This is an optimization exercise on Yosys and OpenROAD, whose aim is small area, not a production implementation. In this exercise RTL edits were held to simulation tests only and were not proved equivalent to the original. No activity file was given, so power comes from the tool's default toggle rates.

==> inputs of run a <==
// uart_box
module uart_box
(
input  wire        CLK,
input  wire        RST,
input  wire        I_STB,
input  wire [7:0]  I_DATA,
output wire        I_ACK,
output wire        O_TxD,
input  wire        I_RxD,
output wire        O_STB,
output wire [7:0]  O_DATA,
input  wire        O_ACK,
input  wire [15:0] CFG_CLK_DIV
);
Settings: LEC_CHECK=0, CAP_MARGIN=20, CORE_MARGIN=2, CORE_UTILIZATION=50, SLEW_MARGIN=20, SYNTH_HIERARCHICAL=1; clock period 10.0 ns.
run.sh (not shown) runs the stock make flow with config.mk's settings and CLKGATE_MAP_FILE= SYNTH_SCRIPT=/design/flow/synth_recipe.tcl, a recipe that flattens the netlist after the stock synthesis.
==> run b (differences from run a) <==
==> flow/design.v (replaced) <==
module serial_tx_box
(
input  wire        CLK,
input  wire        RST,
input  wire        PH,              
input  wire        I_STB,
input  wire [7:0]  I_DATA,
output wire        I_ACK,
output wire        O_TxD,
input  wire [15:0] CFG_CLK_DIV
);
reg  [7:0]  f0_data [31:0];      
reg  [5:0]  f0_cnt;              
reg  [7:0]  f1_data;             
reg         f1_rdy;
reg  [7:0]  tx_data;             
reg  [2:0]  sc_cnth;
reg  [3:0]  tx_state;
reg         tx_bit;
integer     i;
wire        f0_rdy  = f0_cnt[5];
wire        f0_full = (f0_cnt == 6'b10_0000);
wire        f0_ack  = ~f0_full && I_STB;
wire        sc_tic;
wire        sc_lde  = sc_tic && (sc_cnth == 3'h0);
wire        tx_ack  = (tx_state == 4'd1) && sc_lde;
wire        f1_stb  = (tx_ack || ~f1_rdy) && f0_rdy;
wire        sc_clr  = (tx_state == 4'd0) || (tx_state == 4'd13);
wire        tx_shl  = sc_lde && (tx_state != 4'd1) && (tx_state != 4'd2);
assign      I_ACK   = f0_ack;
assign      O_TxD   = tx_bit;
wire [7:0]  f0_nxt [31:0];
wire [7:0]  f0_in    = I_DATA ^ {8{PH}};
wire        f0_ack_n = ~f0_ack;
ph_keep8 k0 (.q(f0_data[0]), .x(f0_in), .en(f0_ack), .en_n(f0_ack_n), .d(f0_nxt[0]));
genvar g;
generate for (g = 1; g < 32; g = g + 1) begin : fk
  ph_keep8 k (.q(f0_data[g]), .x(f0_data[g-1]), .en(f0_ack), .en_n(f0_ack_n), .d(f0_nxt[g]));
end endgenerate
always @(posedge CLK)
 for (i = 0; i < 32; i = i + 1) f0_data[i] <= f0_nxt[i];
always @(posedge CLK or posedge RST)
 if (RST)                        f0_cnt <= 6'h00;
 else if (~f0_ack &&  f1_stb)    f0_cnt <= f0_cnt + 6'd1;
 else if ( f0_ack && ~f1_stb)    f0_cnt <= f0_cnt - 6'd1;
wire [31:0] f0_pick_n;
wire [7:0]  f0_out_n;
dec32_n  dc (.a_n(f0_cnt[4:0]), .y_n(f0_pick_n));
mux32x8_n mx (.d({f0_data[31], f0_data[30], f0_data[29], f0_data[28], f0_data[27], f0_data[26],
                  f0_data[25], f0_data[24], f0_data[23], f0_data[22], f0_data[21], f0_data[20],
                  f0_data[19], f0_data[18], f0_data[17], f0_data[16], f0_data[15], f0_data[14],
                  f0_data[13], f0_data[12], f0_data[11], f0_data[10], f0_data[9],  f0_data[8],
                  f0_data[7],  f0_data[6],  f0_data[5],  f0_data[4],  f0_data[3],  f0_data[2],
                  f0_data[1],  f0_data[0]}),
              .s_n(f0_pick_n), .y_n(f0_out_n));
wire [7:0]  f1_nxt;
wire        f1_stb_n = ~f1_stb;
ph_keep8 k1 (.q(f1_data), .x(f0_out_n), .en(f1_stb), .en_n(f1_stb_n), .d(f1_nxt));
always @(posedge CLK)            f1_data <= f1_nxt;
always @(posedge CLK or posedge RST)
 if (RST)                        f1_rdy <= 1'b0;
 else if (f1_stb)                f1_rdy <= 1'b1;
 else if (tx_ack)                f1_rdy <= 1'b0;
scaler16 sc (.CLK(CLK), .ld(sc_clr), .div(CFG_CLK_DIV), .tic(sc_tic));
always @(posedge CLK)
 if (sc_clr)                     sc_cnth <= 3'd0;
 else if (sc_tic)                sc_cnth <= sc_cnth + 3'd1;
always @(posedge CLK or posedge RST)
 if (RST)                        tx_state <= 4'd0;
 else case (tx_state)
  4'd0:     if (f1_rdy)          tx_state <= 4'd1;
  4'd13:    tx_state <= f1_rdy ? 4'd1 : 4'd0;
  default:  if (sc_lde)          tx_state <= tx_state + 4'd1;
 endcase
wire [7:0]  tx_nxtd;
wire        tx_hold = ~(tx_ack | tx_shl);
ph_keep3x8 ks (.q(tx_data), .h(tx_hold), .x(f1_data), .l(tx_ack), .s({tx_data[0], tx_data[7:1]}),
               .sh(tx_shl), .d(tx_nxtd));
always @(posedge CLK)            tx_data <= tx_nxtd;
wire        tx_nxt  = (tx_state == 4'd2) ? 1'b0 :
                      (tx_state >= 4'd3 && tx_state <= 4'd10) ? ~(tx_data[0] ^ PH) : 1'b1;
always @(posedge CLK or posedge RST)
 if (RST)                        tx_bit <= 1'b1;
 else                            tx_bit <= tx_nxt;
endmodule
module serial_rx_box
(
input  wire        CLK,
input  wire        RST,
input  wire        PH,              
input  wire        I_RxD,
output wire        O_STB,
output wire [7:0]  O_DATA,
input  wire        O_ACK,
input  wire [15:0] CFG_CLK_DIV
);
reg  [7:0]  f0_data [31:0];      
reg  [5:0]  f0_cnt;              
reg  [7:0]  f1_data;             
reg         f1_rdy;
reg  [2:0]  sc_cnth;
reg  [3:0]  rx_state;
reg  [3:0]  rx_filter_n;         
reg  [7:0]  rx_reg;              
integer     i;
wire        rx_bit  = ~rx_filter_n[3];
wire        rx_idle = (rx_state == 4'd0);
wire        sc_tic;
wire        sc_lde  = sc_tic && (sc_cnth == 3'h4);
wire        f0_stb  = (rx_state == 4'd11);
wire        f0_rdy  = f0_cnt[5];
wire        f0_full = (f0_cnt == 6'b10_0000);
wire        f1_ack  = O_ACK && f1_rdy;
wire        f1_stb  = (f1_ack || ~f1_rdy) && f0_rdy;
wire        f0_wr   = f0_stb && (~f0_full || f1_stb);
assign      O_STB   = f1_rdy;
assign      O_DATA  = ~(f1_data ^ {8{PH}});
scaler16 sc (.CLK(CLK), .ld(rx_idle), .div(CFG_CLK_DIV), .tic(sc_tic));
always @(posedge CLK)
 if (rx_idle)                    sc_cnth <= 3'd0;
 else if (sc_tic)                sc_cnth <= sc_cnth + 3'd1;
always @(posedge CLK or posedge RST)
 if (RST)                        rx_filter_n <= 4'h0;
 else                            rx_filter_n <= {rx_filter_n[2:0], ~I_RxD};
always @(posedge CLK or posedge RST)
 if (RST)                        rx_state <= 4'd0;
 else case (rx_state)
  4'd0:     if (!rx_bit)         rx_state <= 4'd1;
  4'd11:                         rx_state <= 4'd0;
  default:  if (sc_lde)          rx_state <= rx_state + 4'd1;
 endcase
wire        rx_sh   = sc_lde && (rx_state != 4'd10);
wire        rx_sh_n = ~rx_sh;
wire [7:0]  rx_nxt;
ph_keep8 kr (.q(rx_reg), .x({rx_bit ^ PH, rx_reg[7:1]}), .en(rx_sh), .en_n(rx_sh_n), .d(rx_nxt));
always @(posedge CLK)            rx_reg <= rx_nxt;
wire [7:0]  f0_nxt [31:0];
wire        f0_wr_n = ~f0_wr;
ph_keep8 k0 (.q(f0_data[0]), .x(rx_reg), .en(f0_wr), .en_n(f0_wr_n), .d(f0_nxt[0]));
genvar g;
generate for (g = 1; g < 32; g = g + 1) begin : fk
  ph_keep8 k (.q(f0_data[g]), .x(f0_data[g-1]), .en(f0_wr), .en_n(f0_wr_n), .d(f0_nxt[g]));
end endgenerate
always @(posedge CLK)
 for (i = 0; i < 32; i = i + 1) f0_data[i] <= f0_nxt[i];
always @(posedge CLK or posedge RST)
 if (RST)                        f0_cnt <= 6'h00;
 else if (~f0_wr &&  f1_stb)     f0_cnt <= f0_cnt + 6'd1;
 else if ( f0_wr && ~f1_stb)     f0_cnt <= f0_cnt - 6'd1;
wire [31:0] f0_pick_n;
wire [7:0]  f0_out_n;
dec32_n  dc (.a_n(f0_cnt[4:0]), .y_n(f0_pick_n));
mux32x8_n mx (.d({f0_data[31], f0_data[30], f0_data[29], f0_data[28], f0_data[27], f0_data[26],
                  f0_data[25], f0_data[24], f0_data[23], f0_data[22], f0_data[21], f0_data[20],
                  f0_data[19], f0_data[18], f0_data[17], f0_data[16], f0_data[15], f0_data[14],
                  f0_data[13], f0_data[12], f0_data[11], f0_data[10], f0_data[9],  f0_data[8],
                  f0_data[7],  f0_data[6],  f0_data[5],  f0_data[4],  f0_data[3],  f0_data[2],
                  f0_data[1],  f0_data[0]}),
              .s_n(f0_pick_n), .y_n(f0_out_n));
wire [7:0]  f1_nxt;
wire        f1_stb_n = ~f1_stb;
ph_keep8 k1 (.q(f1_data), .x(f0_out_n), .en(f1_stb), .en_n(f1_stb_n), .d(f1_nxt));
always @(posedge CLK)            f1_data <= f1_nxt;
always @(posedge CLK or posedge RST)
 if (RST)                        f1_rdy <= 1'b0;
 else if (f1_stb)                f1_rdy <= 1'b1;
 else if (f1_ack)                f1_rdy <= 1'b0;
endmodule
module uart_box
(
input  wire        CLK,
input  wire        RST,
input  wire        I_STB,
input  wire [7:0]  I_DATA,
output wire        I_ACK,
output wire        O_TxD,
input  wire        I_RxD,
output wire        O_STB,
output wire [7:0]  O_DATA,
input  wire        O_ACK,
input  wire [15:0] CFG_CLK_DIV
);
reg ph;
always @(posedge CLK or posedge RST)
 if (RST)  ph <= 1'b0;
 else      ph <= ~ph;
serial_tx_box tx
(
.CLK        (CLK),
.RST        (RST),
.PH         (ph),
.I_STB      (I_STB),
.I_DATA     (I_DATA),
.I_ACK      (I_ACK),
.O_TxD      (O_TxD),
.CFG_CLK_DIV(CFG_CLK_DIV)
);
serial_rx_box rx
(
.CLK        (CLK),
.RST        (RST),
.PH         (ph),
.I_RxD      (I_RxD),
.O_STB      (O_STB),
.O_DATA     (O_DATA),
.O_ACK      (O_ACK),
.CFG_CLK_DIV(CFG_CLK_DIV)
);
endmodule
module ph_keep8
(
input  wire [7:0]  q,
input  wire [7:0]  x,
input  wire        en,
input  wire        en_n,
output wire [7:0]  d
);
genvar g;
generate for (g = 0; g < 8; g = g + 1) begin : b
  oai22 c (.a1(q[g]), .a2(en), .b1(x[g]), .b2(en_n), .y(d[g]));
end endgenerate
endmodule
module ph_keep3x8
(
input  wire [7:0]  q,
input  wire        h,
input  wire [7:0]  x,
input  wire        l,
input  wire [7:0]  s,
input  wire        sh,
output wire [7:0]  d
);
genvar g;
generate for (g = 0; g < 8; g = g + 1) begin : b
  aoi222 c (.a1(q[g]), .a2(h), .b1(x[g]), .b2(l), .c1(s[g]), .c2(sh), .y(d[g]));
end endgenerate
endmodule
module dec32_n
(
input  wire [4:0]  a_n,
output wire [31:0] y_n
);
wire [4:0] a;
wire [7:0] hi;
wire [3:0] lo;
genvar g;
generate for (g = 0; g < 5; g = g + 1) begin : i
  inv1 c (.a(a_n[g]), .y(a[g]));
end endgenerate
generate for (g = 0; g < 8; g = g + 1) begin : h
  and3 c (.a(g & 1 ? a[2] : a_n[2]), .b(g & 2 ? a[3] : a_n[3]), .c(g & 4 ? a[4] : a_n[4]), .y(hi[g]));
end endgenerate
generate for (g = 0; g < 4; g = g + 1) begin : l
  nor2 c (.a(g & 1 ? a_n[0] : a[0]), .b(g & 2 ? a_n[1] : a[1]), .y(lo[g]));
end endgenerate
generate for (g = 0; g < 32; g = g + 1) begin : d
  nand2 c (.a(hi[g / 4]), .b(lo[g % 4]), .y(y_n[g]));
end endgenerate
endmodule
module scaler16
(
input  wire        CLK,
input  wire        ld,
input  wire [15:0] div,
output wire        tic
);
reg  [15:0] q;
wire [15:0] d;
wire [16:0] t;
wire [15:0] s_n;
wire        load;
assign t[0] = 1'b1;
genvar g;
generate for (g = 0; g < 16; g = g + 1) begin : b
  xnor2 x (.a(q[g]), .b(t[g]), .y(s_n[g]));
  mux2i m (.a0(s_n[g]), .a1(div[g]), .s(load), .y(d[g]));
  if (g < 15) begin : c
    and2 a (.a(q[g]), .b(t[g]), .y(t[g+1]));
  end
end endgenerate
assign t[16] = 1'b0;
assign tic  = (q == 16'hFFFE);
assign load = ld | tic;
always @(posedge CLK) q <= d;
endmodule
module mux32x8_n
(
input  wire [255:0] d,
input  wire [31:0]  s_n,
output wire [7:0]   y_n
);
genvar g, k;
generate for (g = 0; g < 8; g = g + 1) begin : b
  wire [15:0] p_n;
  wire [7:0]  q;
  wire [1:0]  r_n;
  for (k = 0; k < 16; k = k + 1) begin : p
    oai22 c (.a1(d[(2*k)*8+g]), .a2(s_n[2*k]), .b1(d[(2*k+1)*8+g]), .b2(s_n[2*k+1]), .y(p_n[k]));
  end
  for (k = 0; k < 8; k = k + 1) begin : r
    nor2 c (.a(p_n[2*k]), .b(p_n[2*k+1]), .y(q[k]));
  end
  nand4 c0 (.a(q[0]), .b(q[1]), .c(q[2]), .d(q[3]), .y(r_n[0]));
  nand4 c1 (.a(q[4]), .b(q[5]), .c(q[6]), .d(q[7]), .y(r_n[1]));
  assign y_n[g] = r_n[0] | r_n[1];
end endgenerate
endmodule
module oai22
(
input  wire a1, a2, b1, b2,
output wire y
);
assign y = ~((a1 | a2) & (b1 | b2));
endmodule
module aoi222
(
input  wire a1, a2, b1, b2, c1, c2,
output wire y
);
assign y = ~((a1 & a2) | (b1 & b2) | (c1 & c2));
endmodule
module nor2
(
input  wire a, b,
output wire y
);
assign y = ~(a | b);
endmodule
module nand4
(
input  wire a, b, c, d,
output wire y
);
assign y = ~(a & b & c & d);
endmodule
module inv1
(
input  wire a,
output wire y
);
assign y = ~a;
endmodule
module nand2
(
input  wire a, b,
output wire y
);
assign y = ~(a & b);
endmodule
module and2
(
input  wire a, b,
output wire y
);
assign y = a & b;
endmodule
module and3
(
input  wire a, b, c,
output wire y
);
assign y = a & b & c;
endmodule
module xnor2
(
input  wire a, b,
output wire y
);
assign y = ~(a ^ b);
endmodule
module mux2i
(
input  wire a0, a1, s,
output wire y
);
assign y = ~(s ? a1 : a0);
endmodule
==> flow/config.mk (replaced) <==
export PLATFORM = sky130hd
export DESIGN_NAME = uart_box
export DESIGN_NICKNAME = uart_box
export VERILOG_FILES = /design/flow/design.v
export SDC_FILE = /design/flow/constraint.sdc
export NUM_CORES = 4
export LEC_CHECK = 0
export CAP_MARGIN = 20
export CORE_MARGIN = 2
export CORE_UTILIZATION = 70
export CTS_BUF_LIST = sky130_fd_sc_hd__clkbuf_8
export CTS_CLUSTER_DIAMETER = 120
export CTS_CLUSTER_SIZE = 16
export SLEW_MARGIN = 20
export SYNTH_HIERARCHICAL = 1
==> comparison table <==
First-iteration detailed-routing DRC count: run a 1102; run b 1516
Compound-Gate Fraction of Synth Area: run a 25.2%; run b 25.2%
Result of the run: run a timing/DRC/antenna clean; run b timing/DRC/antenna clean
Signal inverters: run a 24; run b 32
Clock share of power: run a 34.4%; run b 20.7%
Sequential cell area share: run a 51.2%; run b 54.7%
Post-Syn Area: run a 21200 um^2; run b 20900 um^2
Placed cell count: run a 2616; run b 2418
Hold path startpoint: run a rx.rx_filter[2]; run b rx.rx_filter_n[2]
Sequential power: run a 2.98 mW; run b 3.35 mW
Layout-stage area growth over the synthesis result: run a 14.4%; run b 8.11%
Critical-path cell with the highest stage delay: run a sky130_fd_sc_hd__buf_4; run b sky130_fd_sc_hd__inv_6
Layout sequential cell count: run a 611; run b 610
Worst reg2reg endpoint: run a tx.f0_data[11][0]; run b tx.f0_cnt[5]
Number of multi-input logic gates: run a 1394; run b 1340
Via count of the routed design: run a 17000; run b 16700

========
==> job 6676: inputs <==
uart_box with an RTL version that a note above also has.
Settings: LEC_CHECK=0, CAP_MARGIN=20, CORE_MARGIN=2, CORE_UTILIZATION=50, CTS_BUF_LIST=sky130_fd_sc_hd__clkbuf_4 sky130_fd_sc_hd__clkbuf_8, CTS_CLUSTER_SIZE=30, SLEW_MARGIN=20, SYNTH_HIERARCHICAL=1; clock period 10.0 ns.
==> inputs of job 9722, as changes to job 6676 <==
==> flow/config.mk (replaced) <==
export PLATFORM = sky130hd
export DESIGN_NAME = uart_box
export DESIGN_NICKNAME = uart_box
export VERILOG_FILES = /design/flow/design.v
export SDC_FILE = /design/flow/constraint.sdc
export NUM_CORES = 4
export LEC_CHECK = 0
export CAP_MARGIN = 20
export CORE_MARGIN = 2
export CORE_UTILIZATION = 50
export CTS_BUF_LIST = sky130_fd_sc_hd__clkbuf_8
export CTS_CLUSTER_DIAMETER = 120
export CTS_CLUSTER_SIZE = 16
export SLEW_MARGIN = 20
export SYNTH_HIERARCHICAL = 1
==> inputs of job 8384, as changes to job 6676 <==
==> flow/design.v (replaced) <==
module serial_tx_box
(
input  wire        CLK,
input  wire        RST,
input  wire        PH,              
input  wire        I_STB,
input  wire [7:0]  I_DATA,
output wire        I_ACK,
output wire        O_TxD,
input  wire [15:0] CFG_CLK_DIV
);
reg  [7:0]  f0_data [31:0];      
reg  [5:0]  f0_cnt;              
reg  [7:0]  f1_data;             
reg         f1_rdy;
reg  [7:0]  tx_data;             
reg         tx_busy;             
reg  [6:0]  tx_cnt;              
reg         tx_bit;
integer     i;
wire        f0_rdy  = f0_cnt[5];
wire        f0_full = (f0_cnt == 6'b10_0000);
wire        f0_ack  = ~f0_full && I_STB;
wire        sc_tic;
wire [3:0]  tx_bitn = tx_cnt[6:3];
wire        sc_lde  = sc_tic && (tx_cnt[2:0] == 3'h7);
wire        tx_last = (tx_bitn == 4'd12);                   
wire        tx_ack  = tx_busy && (tx_bitn == 4'd0) && sc_lde;
wire        f1_stb  = (tx_ack || ~f1_rdy) && f0_rdy;
wire        sc_clr  = ~tx_busy || tx_last;
wire        tx_shl  = sc_lde && (tx_bitn >= 4'd2);
assign      I_ACK   = f0_ack;
assign      O_TxD   = tx_bit;
wire [7:0]  f0_nxt [31:0];
wire [7:0]  f0_in    = I_DATA ^ {8{PH}};
wire        f0_ack_n = ~f0_ack;
ph_keep8 k0 (.q(f0_data[0]), .x(f0_in), .en(f0_ack), .en_n(f0_ack_n), .d(f0_nxt[0]));
genvar g;
generate for (g = 1; g < 32; g = g + 1) begin : fk
  ph_keep8 k (.q(f0_data[g]), .x(f0_data[g-1]), .en(f0_ack), .en_n(f0_ack_n), .d(f0_nxt[g]));
end endgenerate
always @(posedge CLK)
 for (i = 0; i < 32; i = i + 1) f0_data[i] <= f0_nxt[i];
always @(posedge CLK or posedge RST)
 if (RST)                        f0_cnt <= 6'h00;
 else if (~f0_ack &&  f1_stb)    f0_cnt <= f0_cnt + 6'd1;
 else if ( f0_ack && ~f1_stb)    f0_cnt <= f0_cnt - 6'd1;
wire [31:0] f0_pick;
wire [7:0]  f0_out;
dec32    dc (.a_n(f0_cnt[4:0]), .y(f0_pick));
mux32x8  mx (.d({f0_data[31], f0_data[30], f0_data[29], f0_data[28], f0_data[27], f0_data[26],
                  f0_data[25], f0_data[24], f0_data[23], f0_data[22], f0_data[21], f0_data[20],
                  f0_data[19], f0_data[18], f0_data[17], f0_data[16], f0_data[15], f0_data[14],
                  f0_data[13], f0_data[12], f0_data[11], f0_data[10], f0_data[9],  f0_data[8],
                  f0_data[7],  f0_data[6],  f0_data[5],  f0_data[4],  f0_data[3],  f0_data[2],
                  f0_data[1],  f0_data[0]}),
              .s(f0_pick), .y(f0_out));
wire [7:0]  f1_nxt;
wire        f1_stb_n = ~f1_stb;
ph_keep8 k1 (.q(f1_data), .x(f0_out), .en(f1_stb), .en_n(f1_stb_n), .d(f1_nxt));
always @(posedge CLK)            f1_data <= f1_nxt;
always @(posedge CLK or posedge RST)
 if (RST)                        f1_rdy <= 1'b0;
 else if (f1_stb)                f1_rdy <= 1'b1;
 else if (tx_ack)                f1_rdy <= 1'b0;
scaler16 sc (.CLK(CLK), .ld(sc_clr), .div(CFG_CLK_DIV), .tic(sc_tic));
always @(posedge CLK or posedge RST)
 if (RST)                        tx_busy <= 1'b0;
 else if (~tx_busy)              tx_busy <= f1_rdy;
 else if (tx_last)               tx_busy <= f1_rdy;
always @(posedge CLK)
 if (sc_clr)                     tx_cnt <= 7'h07;
 else if (sc_tic)                tx_cnt <= tx_cnt + 7'd1;
wire [7:0]  tx_nxtd;
wire        tx_hold = ~(tx_ack | tx_shl);
ph_keep3x8 ks (.q(tx_data), .h(tx_hold), .x(f1_data), .l(tx_ack), .s({tx_data[0], tx_data[7:1]}),
               .sh(tx_shl), .d(tx_nxtd));
always @(posedge CLK)            tx_data <= tx_nxtd;
wire        tx_nxt  = ~tx_busy ? 1'b1 :
                      (tx_bitn == 4'd1) ? 1'b0 :
                      (tx_bitn >= 4'd2 && tx_bitn <= 4'd9) ? (tx_data[0] ^ PH) : 1'b1;
always @(posedge CLK or posedge RST)
 if (RST)                        tx_bit <= 1'b1;
 else                            tx_bit <= tx_nxt;
endmodule
module serial_rx_box
(
input  wire        CLK,
input  wire        RST,
input  wire        PH,              
input  wire        I_RxD,
output wire        O_STB,
output wire [7:0]  O_DATA,
input  wire        O_ACK,
input  wire [15:0] CFG_CLK_DIV
);
reg  [7:0]  f0_data [31:0];      
reg  [5:0]  f0_cnt;              
reg  [7:0]  f1_data;             
reg         f1_rdy;
reg         rx_busy;             
reg  [6:0]  rx_cnt;              
reg  [3:0]  rx_filter_n;         
reg  [7:0]  rx_reg;              
integer     i;
wire        rx_bit  = ~rx_filter_n[3];
wire        rx_idle = ~rx_busy;
wire [3:0]  rx_bitn = rx_cnt[6:3];
wire        sc_tic;
wire        sc_lde  = sc_tic && (rx_cnt[2:0] == 3'h7);
wire        f0_stb  = rx_busy && (rx_bitn == 4'd10);
wire        f0_rdy  = f0_cnt[5];
wire        f0_full = (f0_cnt == 6'b10_0000);
wire        f1_ack  = O_ACK && f1_rdy;
wire        f1_stb  = (f1_ack || ~f1_rdy) && f0_rdy;
wire        f0_wr   = f0_stb && (~f0_full || f1_stb);
assign      O_STB   = f1_rdy;
assign      O_DATA  = f1_data ^ {8{PH}};
scaler16 sc (.CLK(CLK), .ld(rx_idle), .div(CFG_CLK_DIV), .tic(sc_tic));
always @(posedge CLK or posedge RST)
 if (RST)                        rx_filter_n <= 4'h0;
 else                            rx_filter_n <= {rx_filter_n[2:0], ~I_RxD};
always @(posedge CLK or posedge RST)
 if (RST)                        rx_busy <= 1'b0;
 else if (rx_idle)               rx_busy <= ~rx_bit;
 else if (f0_stb)                rx_busy <= 1'b0;
always @(posedge CLK)
 if (rx_idle)                    rx_cnt <= 7'h03;
 else if (sc_tic)                rx_cnt <= rx_cnt + 7'd1;
wire        rx_sh   = sc_lde && (rx_bitn != 4'd9);
wire        rx_sh_n = ~rx_sh;
wire [7:0]  rx_nxt;
ph_keep8 kr (.q(rx_reg), .x({rx_bit ^ PH, rx_reg[7:1]}), .en(rx_sh), .en_n(rx_sh_n), .d(rx_nxt));
always @(posedge CLK)            rx_reg <= rx_nxt;
wire [7:0]  f0_nxt [31:0];
wire        f0_wr_n = ~f0_wr;
ph_keep8 k0 (.q(f0_data[0]), .x(rx_reg), .en(f0_wr), .en_n(f0_wr_n), .d(f0_nxt[0]));
genvar g;
generate for (g = 1; g < 32; g = g + 1) begin : fk
  ph_keep8 k (.q(f0_data[g]), .x(f0_data[g-1]), .en(f0_wr), .en_n(f0_wr_n), .d(f0_nxt[g]));
end endgenerate
always @(posedge CLK)
 for (i = 0; i < 32; i = i + 1) f0_data[i] <= f0_nxt[i];
always @(posedge CLK or posedge RST)
 if (RST)                        f0_cnt <= 6'h00;
 else if (~f0_wr &&  f1_stb)     f0_cnt <= f0_cnt + 6'd1;
 else if ( f0_wr && ~f1_stb)     f0_cnt <= f0_cnt - 6'd1;
wire [31:0] f0_pick;
wire [7:0]  f0_out;
dec32    dc (.a_n(f0_cnt[4:0]), .y(f0_pick));
mux32x8  mx (.d({f0_data[31], f0_data[30], f0_data[29], f0_data[28], f0_data[27], f0_data[26],
                  f0_data[25], f0_data[24], f0_data[23], f0_data[22], f0_data[21], f0_data[20],
                  f0_data[19], f0_data[18], f0_data[17], f0_data[16], f0_data[15], f0_data[14],
                  f0_data[13], f0_data[12], f0_data[11], f0_data[10], f0_data[9],  f0_data[8],
                  f0_data[7],  f0_data[6],  f0_data[5],  f0_data[4],  f0_data[3],  f0_data[2],
                  f0_data[1],  f0_data[0]}),
              .s(f0_pick), .y(f0_out));
wire [7:0]  f1_nxt;
wire        f1_stb_n = ~f1_stb;
ph_keep8 k1 (.q(f1_data), .x(f0_out), .en(f1_stb), .en_n(f1_stb_n), .d(f1_nxt));
always @(posedge CLK)            f1_data <= f1_nxt;
always @(posedge CLK or posedge RST)
 if (RST)                        f1_rdy <= 1'b0;
 else if (f1_stb)                f1_rdy <= 1'b1;
 else if (f1_ack)                f1_rdy <= 1'b0;
endmodule
module uart_box
(
input  wire        CLK,
input  wire        RST,
input  wire        I_STB,
input  wire [7:0]  I_DATA,
output wire        I_ACK,
output wire        O_TxD,
input  wire        I_RxD,
output wire        O_STB,
output wire [7:0]  O_DATA,
input  wire        O_ACK,
input  wire [15:0] CFG_CLK_DIV
);
reg ph;
always @(posedge CLK or posedge RST)
 if (RST)  ph <= 1'b0;
 else      ph <= ~ph;
serial_tx_box tx
(
.CLK        (CLK),
.RST        (RST),
.PH         (ph),
.I_STB      (I_STB),
.I_DATA     (I_DATA),
.I_ACK      (I_ACK),
.O_TxD      (O_TxD),
.CFG_CLK_DIV(CFG_CLK_DIV)
);
serial_rx_box rx
(
.CLK        (CLK),
.RST        (RST),
.PH         (ph),
.I_RxD      (I_RxD),
.O_STB      (O_STB),
.O_DATA     (O_DATA),
.O_ACK      (O_ACK),
.CFG_CLK_DIV(CFG_CLK_DIV)
);
endmodule
module ph_keep8
(
input  wire [7:0]  q,
input  wire [7:0]  x,
input  wire        en,
input  wire        en_n,
output wire [7:0]  d
);
genvar g;
generate for (g = 0; g < 8; g = g + 1) begin : b
  oai22 c (.a1(q[g]), .a2(en), .b1(x[g]), .b2(en_n), .y(d[g]));
end endgenerate
endmodule
module ph_keep3x8
(
input  wire [7:0]  q,
input  wire        h,
input  wire [7:0]  x,
input  wire        l,
input  wire [7:0]  s,
input  wire        sh,
output wire [7:0]  d
);
genvar g;
generate for (g = 0; g < 8; g = g + 1) begin : b
  aoi222 c (.a1(q[g]), .a2(h), .b1(x[g]), .b2(l), .c1(s[g]), .c2(sh), .y(d[g]));
end endgenerate
endmodule
module dec32
(
input  wire [4:0]  a_n,
output wire [31:0] y
);
wire [4:0] a;
wire [7:0] hi_n;
wire [3:0] lo_n;
genvar g;
generate for (g = 0; g < 5; g = g + 1) begin : i
  inv1 c (.a(a_n[g]), .y(a[g]));
end endgenerate
generate for (g = 0; g < 8; g = g + 1) begin : h
  nand3 c (.a(g & 1 ? a[2] : a_n[2]), .b(g & 2 ? a[3] : a_n[3]), .c(g & 4 ? a[4] : a_n[4]), .y(hi_n[g]));
end endgenerate
generate for (g = 0; g < 4; g = g + 1) begin : l
  nand2 c (.a(g & 1 ? a[0] : a_n[0]), .b(g & 2 ? a[1] : a_n[1]), .y(lo_n[g]));
end endgenerate
generate for (g = 0; g < 32; g = g + 1) begin : d
  nor2 c (.a(hi_n[g / 4]), .b(lo_n[g % 4]), .y(y[g]));
end endgenerate
endmodule
module scaler16
(
input  wire        CLK,
input  wire        ld,
input  wire [15:0] div,
output wire        tic
);
reg  [15:0] q;
wire [15:0] d;
wire [15:0] t;                   
wire [15:0] s_n;                 
wire        load, load_n;
assign t[1]   = q[0];
assign s_n[0] = q[0];
genvar g;
generate for (g = 1; g < 16; g = g + 1) begin : b
  xnor2 x (.a(q[g]), .b(t[g]), .y(s_n[g]));
  if (g < 15) begin : c
    and2 a (.a(q[g]), .b(t[g]), .y(t[g+1]));
  end
end endgenerate
generate for (g = 0; g < 16; g = g + 1) begin : m
  oai22 o (.a1(s_n[g]), .a2(load), .b1(div[g]), .b2(load_n), .y(d[g]));
end endgenerate
assign tic    = (q == 16'hFFFE);
assign load   = ld | tic;
assign load_n = ~load;
always @(posedge CLK) q <= d;
endmodule
module mux32x8
(
input  wire [255:0] d,
input  wire [31:0]  s,
output wire [7:0]   y
);
genvar g, k;
generate for (g = 0; g < 8; g = g + 1) begin : b
  wire [11:0] p_n;
  wire [2:0]  q;
  for (k = 0; k < 10; k = k + 1) begin : p
    aoi222 c (.a1(d[(3*k)*8+g]), .a2(s[3*k]), .b1(d[(3*k+1)*8+g]), .b2(s[3*k+1]),
              .c1(d[(3*k+2)*8+g]), .c2(s[3*k+2]), .y(p_n[k]));
  end
  nand2 c30 (.a(d[30*8+g]), .b(s[30]), .y(p_n[10]));
  nand2 c31 (.a(d[31*8+g]), .b(s[31]), .y(p_n[11]));
  for (k = 0; k < 3; k = k + 1) begin : r
    nand4 c (.a(p_n[4*k]), .b(p_n[4*k+1]), .c(p_n[4*k+2]), .d(p_n[4*k+3]), .y(q[k]));
  end
  or3 c (.a(q[0]), .b(q[1]), .c(q[2]), .y(y[g]));
end endgenerate
endmodule
module oai22
(
input  wire a1, a2, b1, b2,
output wire y
);
assign y = ~((a1 | a2) & (b1 | b2));
endmodule
module aoi222
(
input  wire a1, a2, b1, b2, c1, c2,
output wire y
);
assign y = ~((a1 & a2) | (b1 & b2) | (c1 & c2));
endmodule
module nor2
(
input  wire a, b,
output wire y
);
assign y = ~(a | b);
endmodule
module nand4
(
input  wire a, b, c, d,
output wire y
);
assign y = ~(a & b & c & d);
endmodule
module inv1
(
input  wire a,
output wire y
);
assign y = ~a;
endmodule
module nand2
(
input  wire a, b,
output wire y
);
assign y = ~(a & b);
endmodule
module and2
(
input  wire a, b,
output wire y
);
assign y = a & b;
endmodule
module and3
(
input  wire a, b, c,
output wire y
);
assign y = a & b & c;
endmodule
module xnor2
(
input  wire a, b,
output wire y
);
assign y = ~(a ^ b);
endmodule
module mux2i
(
input  wire a0, a1, s,
output wire y
);
assign y = ~(s ? a1 : a0);
endmodule
module nand3
(
input  wire a, b, c,
output wire y
);
assign y = ~(a & b & c);
endmodule
module or3
(
input  wire a, b, c,
output wire y
);
assign y = a | b | c;
endmodule
==> flow/config.mk (replaced) <==
export PLATFORM = sky130hd
export DESIGN_NAME = uart_box
export DESIGN_NICKNAME = uart_box
export VERILOG_FILES = /design/flow/design.v
export SDC_FILE = /design/flow/constraint.sdc
export NUM_CORES = 4
export LEC_CHECK = 0
export CAP_MARGIN = 20
export CORE_MARGIN = 2
export CORE_UTILIZATION = 50
export CTS_BUF_LIST = sky130_fd_sc_hd__clkbuf_8
export CTS_CLUSTER_DIAMETER = 120
export CTS_CLUSTER_SIZE = 16
export SLEW_MARGIN = 20
export SYNTH_HIERARCHICAL = 1
==> inputs of job 8709, as changes to job 6676 <==
==> flow/config.mk (replaced) <==
export PLATFORM = sky130hd
export DESIGN_NAME = uart_box
export DESIGN_NICKNAME = uart_box
export VERILOG_FILES = /design/flow/design.v
export SDC_FILE = /design/flow/constraint.sdc
export NUM_CORES = 4
export LEC_CHECK = 0
export CAP_MARGIN = 20
export CORE_MARGIN = 2
export CORE_UTILIZATION = 50
export SLEW_MARGIN = 20
export SYNTH_HIERARCHICAL = 1
==> parameters.txt <==
Parameter                              Value

Outcome
  Result of the run ... timing/DRC/antenna clean

STA
  Post-route clock period utilization ... 0.638

Final layout
  Fraction of area in non-clock buffers ... 0.0207
  FFs & Latches ... 610
  # clk buffers ... 45
  Total number of multi-input combinational cells ... 1,340

Setup path
  Endpoint arrival time on the critical path ... 4380 ps

Route
  Drt wl/cell ... 17.9 um

Global route
  M2 GR Usage ... 0.314

Floorplan
  Die width ... 208 um
Source of the figures above: job 9722

==> parameters.txt <==
Parameter                              Value

Final layout
  # clk buffers ... 45
  Leading registers by flop count ... rx.f0_data (256), tx.f0_data (256)
  FFs & Latches ... 612
  Fraction of area in non-clock buffers ... 0.0216
  Total number of multi-input combinational cells ... 1,150

Outcome
  Result of the run ... timing/DRC/antenna clean

Clock network
  Largest buffer count on any clock path ... 3

Floorplan
  Die width ... 206 um

Global route
  M2 GR Usage ... 0.346

Setup path
  Endpoint arrival time on the critical path ... 4590 ps
  Number of buffer and inverter instances along the worst setup path ... 3

Route
  Drt wl/cell ... 21.2 um

STA
  Final period demand of the worst path ... 6590 ps
Source of the figures above: job 8384

==> parameters.txt <==
Parameter                              Value

Final layout
  Total number of multi-input combinational cells ... 1,340
  FFs & Latches ... 610
  # clk buffers ... 91
  Fraction of area in non-clock buffers ... 0.0195

Floorplan
  Die width ... 208 um

Route
  Drt wl/cell ... 17.7 um

Setup path
  Endpoint arrival time on the critical path ... 4390 ps

Global route
  Via count of the first global-routing pass ... between 10,000 and 15,000

Pwr
  Relative contribution of combinational cells to total power ... 0.160

STA
  Post-route clock period utilization ... 0.639

Synthesis
  Mux contribution to synthesized area ... 0.0220

Outcome
  Result of the run ... timing/DRC/antenna clean
Source of the figures above: job 8709

==> parameters.txt <==
Parameter                              Value

Final layout
  Fraction of area in non-clock buffers ... 0.0194
  FFs & Latches ... 610
  Total number of multi-input combinational cells ... between 1,000 and 1,500

Outcome
  Result of the run ... timing/DRC/antenna clean

STA
  Post-route clock period utilization ... 0.639

Setup path
  Endpoint arrival time on the critical path ... 4390 ps

Global route
  M2 GR Usage ... 0.319

Place
  Sum of net half-perimeters after detailed placement ... a little over 30,000 um

Floorplan
  Die width ... 208 um
Source of the figures above: job 6676

[static timing again, ports no longer ideal]
The flow's constraints put no driver on any port. The routed layouts listed below were extracted and timed again, unchanged, in two steps.
Step 1 (the two cells are an assumption about what drives the block):
set clk [get_ports {CLK}]
set_driving_cell -lib_cell sky130_fd_sc_hd__clkbuf_16 $clk
set_driving_cell -lib_cell sky130_fd_sc_hd__buf_2 [delete_from_list [all_inputs] $clk]
Step 2 also shifts input and output timing later by t, the mid clock arrival at the registers, as if the neighbouring blocks saw the same clock.
Three values: ideal ports, drivers, drivers and shift; two values: the first two.
run | t, ns | slack for setup (ns) | slew at the worst register clock pin (ns)
run a | 0.654 | 3.714 / 3.681 / 3.681 | 0.07 / 0.07
run b | 0.643 | 3.258 / 3.233 / 3.233 | 0.11 / 0.11
job 6676 | 0.712 | 3.609 / 3.586 / 3.586 | 0.07 / 0.07
job 9722 | 0.671 | 3.617 / 3.594 / 3.594 | 0.11 / 0.11
job 8384 | 0.674 | 3.410 / 3.386 / 3.386 | 0.11 / 0.11
job 8709 | 0.655 | 3.606 / 3.583 / 3.583 | 0.06 / 0.06
After both steps every run listed still meets setup and hold. The setup slack of run a, which loses most, moves by -0.033 ns with the drivers and by -0.033 ns with both steps.
